Source: an optimization exercise on an open RTL-to-GDS flow (aim: small area). Production flows keep margins and buffers that such runs may drop. At most, simulation tests tie the RTL to the original design; equivalence was not proved.

Design dpc_5x5, start of the top module:
module dpc_5x5(
	input			clk,
	input			reset_n,
	input			bayer_format,
	input	[7:0]	i_dpc_threshold,
	input	[2:0]	i_video_syn,
	input	[7:0]	i_data_r0,
	input	[7:0]	i_data_r1,
	input	[7:0]	i_data_r2,
	input	[7:0]	i_data_r3,
	input	[7:0]	i_data_r4,
	output	[2:0]	o_video_sync,
	output	[7:0]	o_data
);
Size: roughly 1,500 cells after synthesis, roughly 330 flip-flops, roughly 13,000 µm² of cells after synthesis.
export LEC_CHECK = 0
export ABC_AREA = 1
export CAP_MARGIN = 20
export CORE_MARGIN = 2
export CORE_UTILIZATION = 40
export CTS_CLUSTER_DIAMETER = 100
export CTS_CLUSTER_SIZE = 30
export SLEW_MARGIN = 20
create_clock -name core_clock -period 3.5 [get_ports {clk}]
run.sh (not shown) runs the stock make flow with config.mk's settings and CLKGATE_MAP_FILE= SYNTH_SCRIPT=/design/flow/synth_recipe.tcl, a recipe that flattens the netlist after the stock synthesis.
Change:
--- a/flow/design.v
+++ b/flow/design.v
@@ -148,75 +148,76 @@
 		mn = m ? mb : ma;
 		hia = hi | (e & {8{~m}});
 		loa = lo | (~e & {8{m}});
 		e = m ? e1 : e0;
 		mstep2 = {m, mn, hia | (e & {8{~mn}}), loa | (~e & {8{mn}})};
 	end
 endfunction
 wire	[63:0]	w1 = nbrs(g1, s4, s3, s2, s1, s0);
 reg		[7:0]	thr;
 always @(posedge clk)
 	thr <= i_dpc_threshold;
-reg		[8:0]	u_c, v;
-always @(posedge clk) begin
-	u_c <= add8(s1[8*(2) +: 8], ~thr, 1'b1);
-	v   <= add8(s1[8*(2) +: 8], thr, 1'b1);
-end
+wire	[8:0]	u_c = {1'b0, s2[8*(2) +: 8]} + {1'b0, ~thr} + 9'd1;
+wire	[8:0]	v = {1'b0, s2[8*(2) +: 8]} + {1'b0, thr} + 9'd1;
 reg		[7:0]	pos;		 
 reg		[3:0]	neg;		 
 integer	i;
 always @(*) begin
 	for (i = 0; i < 8; i = i + 1)
 		pos[i] = u_c[8] & gt8(u_c[7:0], w1[8*i +: 8]);
 	for (i = 0; i < 4; i = i + 1)
 		neg[i] = ~v[8] & gt8(w1[8*(i+4) +: 8], v[7:0]);
 end
 wire	dec_a = &pos;
 wire	dec_b = (&pos[3:0]) & (&neg);
-wire	[17:0]	q1_7 = mstep2(8'h00, 8'h00, bitcol(w1, 7), bitcol(w1, 6));
+wire	[16:0]	q1_7 = mstep(8'h00, 8'h00, bitcol(w1, 7));
+wire	[16:0]	q1_6 = mstep(q1_7[15:8], q1_7[7:0], bitcol(w1, 6));
 reg		[7:0]	hi2, lo2;
 reg		[7:6]	m2;
 reg				a_2, b_2, g2;
 reg		[5:0]	n1_2, n7_2;
 always @(posedge clk) begin
-	hi2 <= q1_7[15:8];
-	lo2 <= q1_7[7:0];
-	m2 <= {q1_7[17], q1_7[16]};
+	hi2 <= q1_6[15:8];
+	lo2 <= q1_6[7:0];
+	m2 <= {q1_7[16], q1_6[16]};
 	a_2 <= dec_a;
 	b_2 <= dec_b;
 	g2 <= g1;
 	n1_2 <= w1[5:0];
 	n7_2 <= w1[45:40];
 end
 wire	[63:0]	w2x = nbrs(g2, s5, s4, s3, s2, s1);
 wire	[63:0]	w2 = {w2x[63:48], 2'b0, n7_2, w2x[39:8], 2'b0, n1_2};
-wire	[17:0]	q2_5 = mstep2(hi2, lo2, bitcol(w2, 5), bitcol(w2, 4));
-wire	[17:0]	q2_3 = mstep2(q2_5[15:8], q2_5[7:0], bitcol(w2, 3), bitcol(w2, 2));
+wire	[16:0]	q2_5 = mstep(hi2, lo2, bitcol(w2, 5));
+wire	[16:0]	q2_4 = mstep(q2_5[15:8], q2_5[7:0], bitcol(w2, 4));
+wire	[16:0]	q2_3 = mstep(q2_4[15:8], q2_4[7:0], bitcol(w2, 3));
 reg		[7:0]	hi3, lo3;
-reg		[7:2]	m3;
+reg		[7:3]	m3;
 reg				a_3, b_3, g3;
-reg		[1:0]	n1_3, n7_3;
+reg		[2:0]	n1_3, n7_3;
 always @(posedge clk) begin
 	hi3 <= q2_3[15:8];
 	lo3 <= q2_3[7:0];
-	m3 <= {m2, q2_5[17], q2_5[16], q2_3[17], q2_3[16]};
+	m3 <= {m2, q2_5[16], q2_4[16], q2_3[16]};
 	a_3 <= a_2;
 	b_3 <= b_2;
 	g3 <= g2;
-	n1_3 <= n1_2[1:0];
-	n7_3 <= n7_2[1:0];
+	n1_3 <= n1_2[2:0];
+	n7_3 <= n7_2[2:0];
 end
 wire	[63:0]	w3x = nbrs(g3, s6, s5, s4, s3, s2);
-wire	[63:0]	w3 = {w3x[63:48], 6'b0, n7_3, w3x[39:8], 6'b0, n1_3};
-wire	[17:0]	q3_1 = mstep2(hi3, lo3, bitcol(w3, 1), bitcol(w3, 0));
-wire	[7:0]	med = {m3, q3_1[17], q3_1[16]};
+wire	[63:0]	w3 = {w3x[63:48], 5'b0, n7_3, w3x[39:8], 5'b0, n1_3};
+wire	[16:0]	q3_2 = mstep(hi3, lo3, bitcol(w3, 2));
+wire	[16:0]	q3_1 = mstep(q3_2[15:8], q3_2[7:0], bitcol(w3, 1));
+wire	[16:0]	q3_0 = mstep(q3_1[15:8], q3_1[7:0], bitcol(w3, 0));
+wire	[7:0]	med = {m3, q3_2[16], q3_1[16], q3_0[16]};
 wire	[7:0]	c_f = s4[8*(2) +: 8];		 
 wire	[7:0]	p_f = s5[8*(2) +: 8];		 
 reg		[7:0]	d0, d1, d2, d3, d4, d5;
 always @(posedge clk) begin
 	d0 <= a_3 ? med : (b_3 ? c_f : p_f);
 	d1 <= d0;
 	d2 <= d1;
 	d3 <= d2;
 	d4 <= d3;
 	d5 <= d4;
 end
Effect: The new run finished with timing, DRC and antenna clean. Via count decreases by 7.5%. Clock-buffer cell count stays the same. Worst setup slack loses 30 ps. Core utilization increases by 4.5 points.
Only the layout flow was run in the second run of this note; the RTL was not checked for function there.

========
Setup of run a:
Another version of the RTL of dpc_5x5 (not shown whole).
Size: roughly 320 flip-flops, about 65 I/O pins, about 13000 sq um of cells after synthesis.
==> module dpc_5x5, before the edit <==
module dpc_5x5(
	input			clk,
	input			reset_n,
	input			bayer_format,
	input	[7:0]	i_dpc_threshold,
	input	[2:0]	i_video_syn,
	input	[7:0]	i_data_r0,
	input	[7:0]	i_data_r1,
	input	[7:0]	i_data_r2,
	input	[7:0]	i_data_r3,
	input	[7:0]	i_data_r4,
	output	[2:0]	o_video_sync,
	output	[7:0]	o_data
);
reg		[11:0]	syn_v, syn_h, syn_d;
always @(posedge clk or negedge reset_n)
	if (~reset_n) begin
		syn_v <= 0;
		syn_h <= 0;
		syn_d <= 0;
	end else begin
		syn_v <= {syn_v[10:0], i_video_syn[2]};
		syn_d <= {syn_d[10:0], i_video_syn[1]};
		syn_h <= {syn_h[10:0], i_video_syn[0]};
	end
assign o_video_sync = {syn_v[11], syn_d[11], syn_h[11]};
wire	de_rise = syn_d[2] & ~syn_d[3];
wire	vs_fall = syn_v[3] & ~syn_v[2];
reg		odd_pixel;
reg		odd_line;
always @(posedge clk)
	if (de_rise)
		odd_pixel <= ~bayer_format;
	else if (syn_d[3])
		odd_pixel <= ~odd_pixel;
always @(posedge clk or negedge reset_n)
	if (~reset_n)
		odd_line <= 1'b0;
	else if (vs_fall)
		odd_line <= 1'b0;
	else if (de_rise)
		odd_line <= ~odd_line;
wire	g1 = odd_pixel ^ odd_line;		 
reg		[39:0]	s1, s2, s3, s4, s5, s6;
wire	[39:0]	s0 = {i_data_r4, i_data_r3, i_data_r2, i_data_r1, i_data_r0};
always @(posedge clk) begin
	s1 <= s0;
	s2 <= s1;
	s3 <= s2;
	s4 <= s3;
	s5 <= s4;
	s6 <= s5;
end
function [63:0] nbrs;		 
	input			g;
	input	[39:0]	c1, c2, c3, c4, c5;
	reg		[7:0]	n1, n2, n3, n4, n6, n7, n8, n9;
	begin
		n1 = g ? c2[8*(1) +: 8] : c1[8*(0) +: 8];
		n2 = c3[8*(0) +: 8];
		n3 = g ? c4[8*(1) +: 8] : c5[8*(0) +: 8];
		n4 = c1[8*(2) +: 8];
		n6 = c5[8*(2) +: 8];
		n7 = g ? c2[8*(3) +: 8] : c1[8*(4) +: 8];
		n8 = c3[8*(4) +: 8];
		n9 = g ? c4[8*(3) +: 8] : c5[8*(4) +: 8];
		nbrs = {n9, n8, n7, n6, n4, n3, n2, n1};
	end
endfunction
wire	[63:0]	w1 = nbrs(g1, s4, s3, s2, s1, s0);
wire	[7:0]	c_1 = s2[8*(2) +: 8];
wire	[7:0]	thr = i_dpc_threshold;
wire	[8:0]	u = {1'b0, c_1} - {1'b0, thr};			 
wire	[8:0]	v = {1'b0, c_1} + {1'b0, thr} + 9'd1;	 
reg		[7:0]	pos;		 
reg		[3:0]	neg;		 
integer	i;
always @(*) begin
	for (i = 0; i < 8; i = i + 1)
		pos[i] = ~u[8] & (u[7:0] > w1[8*i +: 8]);
	for (i = 0; i < 4; i = i + 1)
		neg[i] = ~v[8] & (w1[8*(i+4) +: 8] > v[7:0]);
end
wire	dec_a = &pos;
wire	dec_b = (&pos[3:0]) & (&neg);
function [16:0] mstep;		 
	input	[7:0]	t;
	input	[7:0]	a;
	input	[7:0]	x;
	reg		[7:0]	e;
	reg				m;
	integer			k;
	reg		[3:0]	cnt;
	begin
		e = (t & x) | (~t & a);
		cnt = 0;
		for (k = 0; k < 8; k = k + 1)
			cnt = cnt + e[k];
		m = (cnt >= 4);
		mstep = {m, t & ~(x ^ {8{m}}), e};
	end
endfunction
function [7:0] bitcol;
	input	[63:0]	w;
	input	integer	b;
	integer			k;
	begin
		for (k = 0; k < 8; k = k + 1)
			bitcol[k] = w[8*k + b];
	end
endfunction
reg		[7:0]	t1, a1;
reg		[7:6]	m1;
reg				a_1, b_1, g2;
reg		[16:0]	st7, st6;
always @(*) begin
	st7 = mstep(8'hff, 8'h00, bitcol(w1, 7));
	st6 = mstep(st7[15:8], st7[7:0], bitcol(w1, 6));
end
always @(posedge clk) begin
	t1  <= st6[15:8];
	a1  <= st6[7:0];
	m1  <= {st7[16], st6[16]};
	a_1 <= dec_a;
	b_1 <= dec_b;
	g2  <= g1;
end
wire	[63:0]	w2 = nbrs(g2, s5, s4, s3, s2, s1);
reg		[7:0]	t2, a2;
reg		[7:3]	m2;
reg				a_2, b_2, g3;
reg		[16:0]	st5, st4, st3;
always @(*) begin
	st5 = mstep(t1, a1, bitcol(w2, 5));
	st4 = mstep(st5[15:8], st5[7:0], bitcol(w2, 4));
	st3 = mstep(st4[15:8], st4[7:0], bitcol(w2, 3));
end
always @(posedge clk) begin
	t2  <= st3[15:8];
	a2  <= st3[7:0];
	m2  <= {m1, st5[16], st4[16], st3[16]};
	a_2 <= a_1;
	b_2 <= b_1;
	g3  <= g2;
end
wire	[63:0]	w3 = nbrs(g3, s6, s5, s4, s3, s2);
wire	[7:0]	c_3 = s4[8*(2) +: 8];		 
wire	[7:0]	p_3 = s5[8*(2) +: 8];		 
reg		[16:0]	st2, st1, st0;
always @(*) begin
	st2 = mstep(t2, a2, bitcol(w3, 2));
	st1 = mstep(st2[15:8], st2[7:0], bitcol(w3, 1));
	st0 = mstep(st1[15:8], st1[7:0], bitcol(w3, 0));
end
wire	[7:0]	med = {m2, st2[16], st1[16], st0[16]};
reg		[7:0]	d0, d1, d2, d3, d4, d5;
always @(posedge clk) begin
	d0 <= a_2 ? med : (b_2 ? c_3 : p_3);
	d1 <= d0;
	d2 <= d1;
	d3 <= d2;
	d4 <= d3;
	d5 <= d4;
end
assign o_data = d5;
endmodule
make LEC_CHECK=0 CAP_MARGIN=20 CORE_MARGIN=2 CORE_UTILIZATION=40 SLEW_MARGIN=20 finish   # period 3.5 ns
Although run a finished all stages, its layout failed final checks on setup timing.
Here is what was changed in the inputs of run b compared with run a.
--- a/flow/design.v
+++ b/flow/design.v
@@ -84,19 +84,26 @@
 wire	dec_a = &pos;
 wire	dec_b = (&pos[3:0]) & (&neg);
+function [3:0] sort4;		 
+	input	[3:0]	x;
+	begin
+		sort4[0] = |x;
+		sort4[3] = &x;
+		sort4[1] = (x[0] & x[1]) | (x[2] & x[3]) | ((x[0] | x[1]) & (x[2] | x[3]));
+		sort4[2] = (x[0] & x[1] & (x[2] | x[3])) | (x[2] & x[3] & (x[0] | x[1]));
+	end
+endfunction
 function [16:0] mstep;		 
-	input	[7:0]	t;
-	input	[7:0]	a;
+	input	[7:0]	hi;
+	input	[7:0]	lo;
 	input	[7:0]	x;
 	reg		[7:0]	e;
+	reg		[3:0]	p, q;
 	reg				m;
-	integer			k;
-	reg		[3:0]	cnt;
 	begin
-		e = (t & x) | (~t & a);
-		cnt = 0;
-		for (k = 0; k < 8; k = k + 1)
-			cnt = cnt + e[k];
-		m = (cnt >= 4);
-		mstep = {m, t & ~(x ^ {8{m}}), e};
+		e = hi | (x & ~lo);
+		p = sort4(e[3:0]);
+		q = sort4(e[7:4]);
+		m = p[3] | q[3] | (p[0] & q[2]) | (p[1] & q[1]) | (p[2] & q[0]);
+		mstep = {m, hi | (e & {8{~m}}), lo | (~e & {8{m}})};
 	end
 endfunction
@@ -113,7 +120,8 @@
 reg		[7:6]	m1;
 reg				a_1, b_1, g2;
+reg		[5:0]	n1_2, n7_2;		 
 reg		[16:0]	st7, st6;
 always @(*) begin
-	st7 = mstep(8'hff, 8'h00, bitcol(w1, 7));
+	st7 = mstep(8'h00, 8'h00, bitcol(w1, 7));
 	st6 = mstep(st7[15:8], st7[7:0], bitcol(w1, 6));
 end
@@ -125,9 +133,13 @@
 	b_1 <= dec_b;
 	g2  <= g1;
+	n1_2 <= w1[5:0];
+	n7_2 <= w1[45:40];
 end
-wire	[63:0]	w2 = nbrs(g2, s5, s4, s3, s2, s1);
+wire	[63:0]	w2x = nbrs(g2, s5, s4, s3, s2, s1);
+wire	[63:0]	w2 = {w2x[63:48], 2'b0, n7_2, w2x[39:8], 2'b0, n1_2};
 reg		[7:0]	t2, a2;
 reg		[7:3]	m2;
 reg				a_2, b_2, g3;
+reg		[2:0]	n1_3, n7_3;
 reg		[16:0]	st5, st4, st3;
 always @(*) begin
@@ -143,6 +155,9 @@
 	b_2 <= b_1;
 	g3  <= g2;
+	n1_3 <= n1_2[2:0];
+	n7_3 <= n7_2[2:0];
 end
-wire	[63:0]	w3 = nbrs(g3, s6, s5, s4, s3, s2);
+wire	[63:0]	w3x = nbrs(g3, s6, s5, s4, s3, s2);
+wire	[63:0]	w3 = {w3x[63:48], 5'b0, n7_3, w3x[39:8], 5'b0, n1_3};
 wire	[7:0]	c_3 = s4[8*(2) +: 8];		 
 wire	[7:0]	p_3 = s5[8*(2) +: 8];		 
### Flow results
What the final checks of run b revealed, after a flow that finished every stage, was a layout that fails on setup timing. Cmp run b vs run a: global placement routability congestion higher in run b. The most common cell after layout, fill and taps aside comes out buf_4 in one run and dfxtp_1 in the other, namely in run b and run a respectively. Across both runs, post-cts repair resize count was lower for run b than for run a. Run b against run a: number of antenna violations at the first check in global routing went down by 2, register-to-register setup slack went up by 3.65 ns. On post-synthesis async set-or-reset flop share, the higher figure sits with run b, not run a. Total length of routed met2 wires for run b: 23% up relative to run a. Run b ended up with compound AO/OA/AOI/OAI gates as its largest family of logic cells by synthesized area; run a ended up with adder cells. Run b ends up with a proportion of synthesized chip area in sequential cells that is 3.4 points lower than in run a. Taking run a as the reference, in run b critical path depth down 36%; final area increased about 3.4%; non-clock buffer count picked up an extra 39. In run b relative to run a, die boundary height had gone up slightly. Summary: with run a as the reference, layout filler cell count in run b moved up slightly. Taking run a as the reference point, the number of sinks handled by clock tree synthesis of run b falls by 5.6%.
No functional check of the RTL was part of any run of this note.

re-timing with driven ports:
In the flow no input, the clock included, has a driving cell. The finished layouts below were timed again as built, in two steps. Step 1 (the two cells are an assumption about what drives the block):
set clk [get_ports {clk}]
set_driving_cell -lib_cell sky130_fd_sc_hd__clkbuf_16 $clk
set_driving_cell -lib_cell sky130_fd_sc_hd__buf_2 [delete_from_list [all_inputs] $clk]
Step 2 also shifts input and output timing later by t, the mid clock arrival at the registers, as if the neighbouring blocks saw the same clock. Slacks: ideal / step 1 / step 2; pairs: ideal / step 1.
| run | shift t [ns] | slack for setup (ns) | worst register clock-pin slew, ns | cell pins on the clock port's net |
|---|---|---|---|---|
| the first run of note 1 | 0.561 | 0.170 / 0.170 / 0.170 | 0.11 / 0.11 | 1 |
| the second run of note 1 | 0.553 | 0.140 / 0.140 / -0.161 | 0.12 / 0.12 | 1 |
| run a | 0.558 | -4.711 / -4.711 / -4.711 | 0.06 / 0.06 | 1 |
| run b | 0.565 | -1.060 / -1.060 / -1.060 | 0.07 / 0.07 | 1 |
Met with ideal ports but missed after step 2: setup timing in the second run of note 1. For the second run of note 1, which loses most, drivers alone change the setup slack by 0.000 ns; drivers and shift together by -0.301 ns.
